This is an optimization exercise on Yosys and OpenROAD, whose aim is small area, a short achievable clock period and few clock cycles, not a production implementation. At most, simulation tests tie the RTL to the original design; equivalence was not proved.

== JK ==
// sqrt_u32
module sqrt_u32(
        input             clk,
        input             rst_n,
        input             vld_in,
        input      [31:0] x,
        output reg        vld_out,
        output     [15:0] y
    );
For scale: about 330 cells after synthesis, about 52 I/O pins.
==> module sqrt_u32, before the edit <==
module sqrt_u32(
        input             clk,
        input             rst_n,
        input             vld_in,
        input      [31:0] x,
        output reg        vld_out,
        output     [15:0] y
    );
    localparam K  = 1;                      
    localparam F  = 2;                      
    localparam G  = 0;                      
    localparam L  = (16 - F - G) / K;       
    localparam XW = 32 - 2 * F;             
    localparam CW = (L > 1) ? $clog2(L) : 1;
    reg          busy;
    reg [CW-1:0] cnt;                       
    reg [16:0]   r;                         
    reg [15:0]   q;                         
    reg [XW-1:0] xs;                        
    function [32:0] step(input [32:0] rq, input [1:0] xx);
        reg [18:0] c;
        reg [18:0] d;
        begin
            c = {rq[32:16], xx};
            if (!rq[32])
                d = c - {2'b00, rq[14:0], 2'b01};
            else
                d = c + {2'b00, rq[14:0], 2'b11};
            step = {d[16:0], rq[14:0], ~d[18]};
        end
    endfunction
    reg [32:0] ld;                          
    reg [32:0] it;                          
    reg [32:0] ot;                          
    integer k;
    always @* begin
        ld = 33'd0;
        for (k = 0; k < F; k = k + 1)
            ld = step(ld, x[31-2*k -: 2]);
        it = {r, q};
        for (k = 0; k < K; k = k + 1)
            it = step(it, xs[XW-1-2*k -: 2]);
        ot = {r, q};
        for (k = 0; k < G; k = k + 1)
            ot = step(ot, xs[XW-1-2*k -: 2]);
    end
    assign y = ot[15:0];
    always @(posedge clk or negedge rst_n) begin
        if (!rst_n) begin
            busy    <= 1'b0;
            vld_out <= 1'b0;
        end else begin
            vld_out <= busy && cnt == 0;
            if (!busy)
                busy <= vld_in;
            else if (cnt == 0)
                busy <= 1'b0;
        end
    end
    always @(posedge clk) begin
        if (!busy) begin
            {r, q} <= ld;
            xs     <= x[XW-1:0];
            cnt    <= L - 1;
        end else begin
            {r, q} <= it;
            xs     <= xs << (2 * K);
            cnt    <= cnt - 1'b1;
        end
    end
endmodule
Settings: LEC_CHECK=0, ABC_CLOCK_PERIOD_IN_PS=1500, CAP_MARGIN=20, CORE_MARGIN=2, CORE_UTILIZATION=40, SLEW_MARGIN=20; clock period 10.0 ns.
run.sh (not shown) runs the stock make flow with config.mk's settings and CLKGATE_MAP_FILE= SYNTH_SCRIPT=/design/flow/synth_recipe.tcl, a recipe that flattens the netlist after the stock synthesis.
#### Input delta (MS over JK)
-- flow/design.v --
<<< JK, line 7
        output     [15:0] y
    );
    localparam K  = 1;                      
    localparam F  = 2;                      
    localparam G  = 0;                      
>>> MS, line 7
        output     [15:0] y
    );
    localparam K  = 2;                      
    localparam F  = 2;                      
    localparam G  = 0;                      
Notes after the runs:
MS reports a higher total routed wire length on the met1 layer than JK does.
Worst clock skew on the final layout: MS vs JK, no meaningful difference
In the flow results for MS and JK, the final instance area is larger on MS.
MS reports its category of the critical setup timing path as reg2reg while JK reports reg2out.
MS: global routing usage summed across all routing layers 1.7 points above JK
Summary of the comparison: area enclosed by the die boundary is higher in MS, relative to JK.
Tapcell count in MS is 31 higher than in JK
Going from JK to MS, achievable frequency went down, period utilization saw an increase.
First-pass GRT wire length: MS worse than JK
MS ended with less setup slack of the most critical reg-to-reg path than JK.
Of MS and JK, it is MS that has the higher proportion of cell area occupied by multi-input gates.
Worst slack at placement in MS is 2.02 ns lower than in JK
In MS, non-clock buffer total of the final layout is lower than in JK.
No functional check of the RTL was part of any run of this note.

gamma:
Another version of the RTL of sqrt_u32 (not shown whole).
For scale: roughly 300 cells after synthesis, about 52 flip-flops, roughly 52 I/O pins, roughly 0.0029 mm2 of cells after synthesis.
==> module sqrt_u32, before the edit <==
module sqrt_u32(
        input             clk,
        input             rst_n,
        input             vld_in,
        input      [31:0] x,
        output reg        vld_out,
        output     [15:0] y
    );
    reg          busy;
    reg [3:0]    c;                         
    reg [16:0]   r;                         
    reg [12:0]   xh;                        
    reg [15:0]   z;                         
    assign y = z;
    function [32:0] step(input [32:0] rq, input [1:0] xx);
        reg [16:0] b;
        reg [16:0] d;
        reg        s;
        begin
            s = rq[32];
            b = {2'b00, rq[14:0]} ^ {17{~s}};
            d = rq[32:16] + b + {16'd0, xx[1] | xx[0]};
            step = {d[14:0], xx[1] ~^ xx[0], ~xx[0], rq[14:0], ~d[16]};
        end
    endfunction
    function [19:0] first(input [5:0] top);
        begin
            case (top)
            6'd0: first = {17'h1ffff, 3'd0};
            6'd1: first = {17'h00000, 3'd1};
            6'd2: first = {17'h00001, 3'd1};
            6'd3: first = {17'h00002, 3'd1};
            6'd4: first = {17'h1fffb, 3'd2};
            6'd5: first = {17'h1fffc, 3'd2};
            6'd6: first = {17'h1fffd, 3'd2};
            6'd7: first = {17'h1fffe, 3'd2};
            6'd8: first = {17'h1ffff, 3'd2};
            6'd9: first = {17'h00000, 3'd3};
            6'd10: first = {17'h00001, 3'd3};
            6'd11: first = {17'h00002, 3'd3};
            6'd12: first = {17'h00003, 3'd3};
            6'd13: first = {17'h00004, 3'd3};
            6'd14: first = {17'h00005, 3'd3};
            6'd15: first = {17'h00006, 3'd3};
            6'd16: first = {17'h1fff7, 3'd4};
            6'd17: first = {17'h1fff8, 3'd4};
            6'd18: first = {17'h1fff9, 3'd4};
            6'd19: first = {17'h1fffa, 3'd4};
            6'd20: first = {17'h1fffb, 3'd4};
            6'd21: first = {17'h1fffc, 3'd4};
            6'd22: first = {17'h1fffd, 3'd4};
            6'd23: first = {17'h1fffe, 3'd4};
            6'd24: first = {17'h1ffff, 3'd4};
            6'd25: first = {17'h00000, 3'd5};
            6'd26: first = {17'h00001, 3'd5};
            6'd27: first = {17'h00002, 3'd5};
            6'd28: first = {17'h00003, 3'd5};
            6'd29: first = {17'h00004, 3'd5};
            6'd30: first = {17'h00005, 3'd5};
            6'd31: first = {17'h00006, 3'd5};
            6'd32: first = {17'h00007, 3'd5};
            6'd33: first = {17'h00008, 3'd5};
            6'd34: first = {17'h00009, 3'd5};
            6'd35: first = {17'h0000a, 3'd5};
            6'd36: first = {17'h1fff3, 3'd6};
            6'd37: first = {17'h1fff4, 3'd6};
            6'd38: first = {17'h1fff5, 3'd6};
            6'd39: first = {17'h1fff6, 3'd6};
            6'd40: first = {17'h1fff7, 3'd6};
            6'd41: first = {17'h1fff8, 3'd6};
            6'd42: first = {17'h1fff9, 3'd6};
            6'd43: first = {17'h1fffa, 3'd6};
            6'd44: first = {17'h1fffb, 3'd6};
            6'd45: first = {17'h1fffc, 3'd6};
            6'd46: first = {17'h1fffd, 3'd6};
            6'd47: first = {17'h1fffe, 3'd6};
            6'd48: first = {17'h1ffff, 3'd6};
            6'd49: first = {17'h00000, 3'd7};
            6'd50: first = {17'h00001, 3'd7};
            6'd51: first = {17'h00002, 3'd7};
            6'd52: first = {17'h00003, 3'd7};
            6'd53: first = {17'h00004, 3'd7};
            6'd54: first = {17'h00005, 3'd7};
            6'd55: first = {17'h00006, 3'd7};
            6'd56: first = {17'h00007, 3'd7};
            6'd57: first = {17'h00008, 3'd7};
            6'd58: first = {17'h00009, 3'd7};
            6'd59: first = {17'h0000a, 3'd7};
            6'd60: first = {17'h0000b, 3'd7};
            6'd61: first = {17'h0000c, 3'd7};
            6'd62: first = {17'h0000d, 3'd7};
            6'd63: first = {17'h0000e, 3'd7};
            default: first = 20'd0;
            endcase
        end
    endfunction
    wire [14:0] valid = {(c[3] & c[2]),
                     (c[3] & (c[2] | (c[1] & c[0]))),
                     (c[3] & (c[2] | c[1])),
                     (c[3] & (c[2] | (c[1] | c[0]))),
                     c[3],
                     (c[3] | (c[2] & (c[1] & c[0]))),
                     (c[3] | (c[2] & c[1])),
                     (c[3] | (c[2] & (c[1] | c[0]))),
                     (c[3] | c[2]),
                     (c[3] | (c[2] | (c[1] & c[0]))),
                     (c[3] | (c[2] | c[1])),
                     (c[3] | (c[2] | (c[1] | c[0]))),
                     1'b1,
                     1'b1,
                     1'b1};
    wire [19:0] ld = first(x[31:26]);
    reg [32:0] it;                          
    integer k;
    always @* begin
        it = {r, 1'b0, z[14:0] & valid};
        for (k = 0; k < 1; k = k + 1)
            it = step(it, {xh[12-k], z[15-k]});
    end
    always @(posedge clk or negedge rst_n) begin
        if (!rst_n) begin
            busy    <= 1'b0;
            vld_out <= 1'b0;
        end else begin
            vld_out <= busy && c == 4'd12;
            if (!busy)
                busy <= vld_in;
            else if (c == 4'd12)
                busy <= 1'b0;
        end
    end
    always @(posedge clk) begin
        if (!busy) begin
            r  <= ld[19:3];
            xh <= {x[25], x[23], x[21], x[19], x[17], x[15], x[13], x[11], x[9], x[7], x[5], x[3], x[1]};
            z  <= {x[24], x[22], x[20], x[18], x[16], x[14], x[12], x[10], x[8], x[6], x[4], x[2], x[0], ld[2:0]};
            c  <= 4'd0;
        end else begin
            r  <= it[32:16];
            xh <= xh << 1;
            z  <= {z[14:0], it[0:0]};
            c  <= c + 4'd1;
        end
    end
endmodule
export LEC_CHECK = 0
export CAP_MARGIN = 20
export CORE_MARGIN = 2
export CORE_UTILIZATION = 55
export SLEW_MARGIN = 20
create_clock -name core_clock -period 10.0 [get_ports {clk}]
standard.sh (not shown) runs the stock make flow with config.mk's settings and CLKGATE_MAP_FILE= SYNTH_SCRIPT=/design/flow/synth_recipe.tcl, a recipe that flattens the netlist after the stock synthesis.
==> flow/flow/run.sh <==
#!/bin/bash
set -euo pipefail
MARGIN=$(cat flow/margin.txt)
bash standard.sh \
  "SETUP_SLACK_MARGIN=$MARGIN" \
  "BUFFER_PORTS_ARGS=-buffer_cell sky130_fd_sc_hd__buf_1" \
  finish > standard.log 2>&1
==> flow/flow/margin.txt <==
7.0
Testbench counts of gamma, summed over its fixed seeds: cycles 33,608.
Input changes introduced in epsilon (baseline for comparison: gamma):
--- a/flow/design.v
+++ b/flow/design.v
@@ -11,18 +11,20 @@
     reg [16:0]   r;                         
     reg [12:0]   xh;                        
     reg [15:0]   z;                         
     assign y = z;
     function [32:0] step(input [32:0] rq, input [1:0] xx);
-        reg [16:0] b;
-        reg [16:0] d;
+        reg [18:0] a;
+        reg [18:0] b;
+        reg [18:0] d;
         reg        s;
         begin
             s = rq[32];
-            b = {2'b00, rq[14:0]} ^ {17{~s}};
-            d = rq[32:16] + b + {16'd0, xx[1] | xx[0]};
-            step = {d[14:0], xx[1] ~^ xx[0], ~xx[0], rq[14:0], ~d[16]};
+            a = {rq[32:16], xx};
+            b = {{2{~s}}, rq[14:0] ^ {15{~s}}, 1'b1, s};
+            d = a + b + {18'd0, ~s};
+            step = {d[16:0], rq[14:0], ~d[18]};
         end
     endfunction
     function [19:0] first(input [5:0] top);
         begin
             case (top)
==> comparison <==
- Delta (epsilon minus gamma): global routing met1 resource utilization moved down; critical path depth moved down; final cell count +10.
- Minimum setup slack after placement | epsilon below gamma
- Worst setup slack, gamma and epsilon: higher on epsilon
- Summary of epsilon over gamma: layout overhead on the synthesized area lost 0.20 points, post-placement cell area went up.
Testbench counts of epsilon, summed over its fixed seeds: cycles 33,608.

static timing again, ports no longer ideal:
In the flow no input, the clock included, has a driving cell. The finished layouts below were timed again as built, in two steps.
Step 1 (the two cells are an assumption about what drives the block):
set clk [get_ports {clk}]
set_driving_cell -lib_cell sky130_fd_sc_hd__clkbuf_16 $clk
set_driving_cell -lib_cell sky130_fd_sc_hd__buf_2 [delete_from_list [all_inputs] $clk]
Step 2 adds t to the input delays and takes it off the output delays; t is the mean of the earliest and latest rising clock arrival at the registers after step 1. Input paths then give back, and output paths get back, about the clock's delay inside the block.
a / b / c = ideal ports / drivers / drivers and shift; a / b = the first two.
| run | shift t [ns] | setup slack, ns | worst setup path after step 2 | latest minus earliest clock arrival (ns) | worst register clock-pin slew, ns |
|---|---|---|---|---|---|
| JK | 0.373 | 6.672 / 6.640 / 6.431 | input to register | 0.008 / 0.008 | 0.08 / 0.08 |
| MS | 0.383 | 4.332 / 4.332 / 4.332 | register to register | 0.008 / 0.008 | 0.08 / 0.08 |
| gamma | 0.329 | 7.080 / 7.089 / 6.760 | input to register | 0.005 / 0.005 | 0.10 / 0.10 |
| epsilon | 0.329 | 7.087 / 7.057 / 6.824 | input to register | 0.003 / 0.003 | 0.10 / 0.10 |
After both steps every run listed still meets setup and hold. For gamma, which loses most, drivers alone change the setup slack by +0.009 ns; drivers and shift together by -0.320 ns.
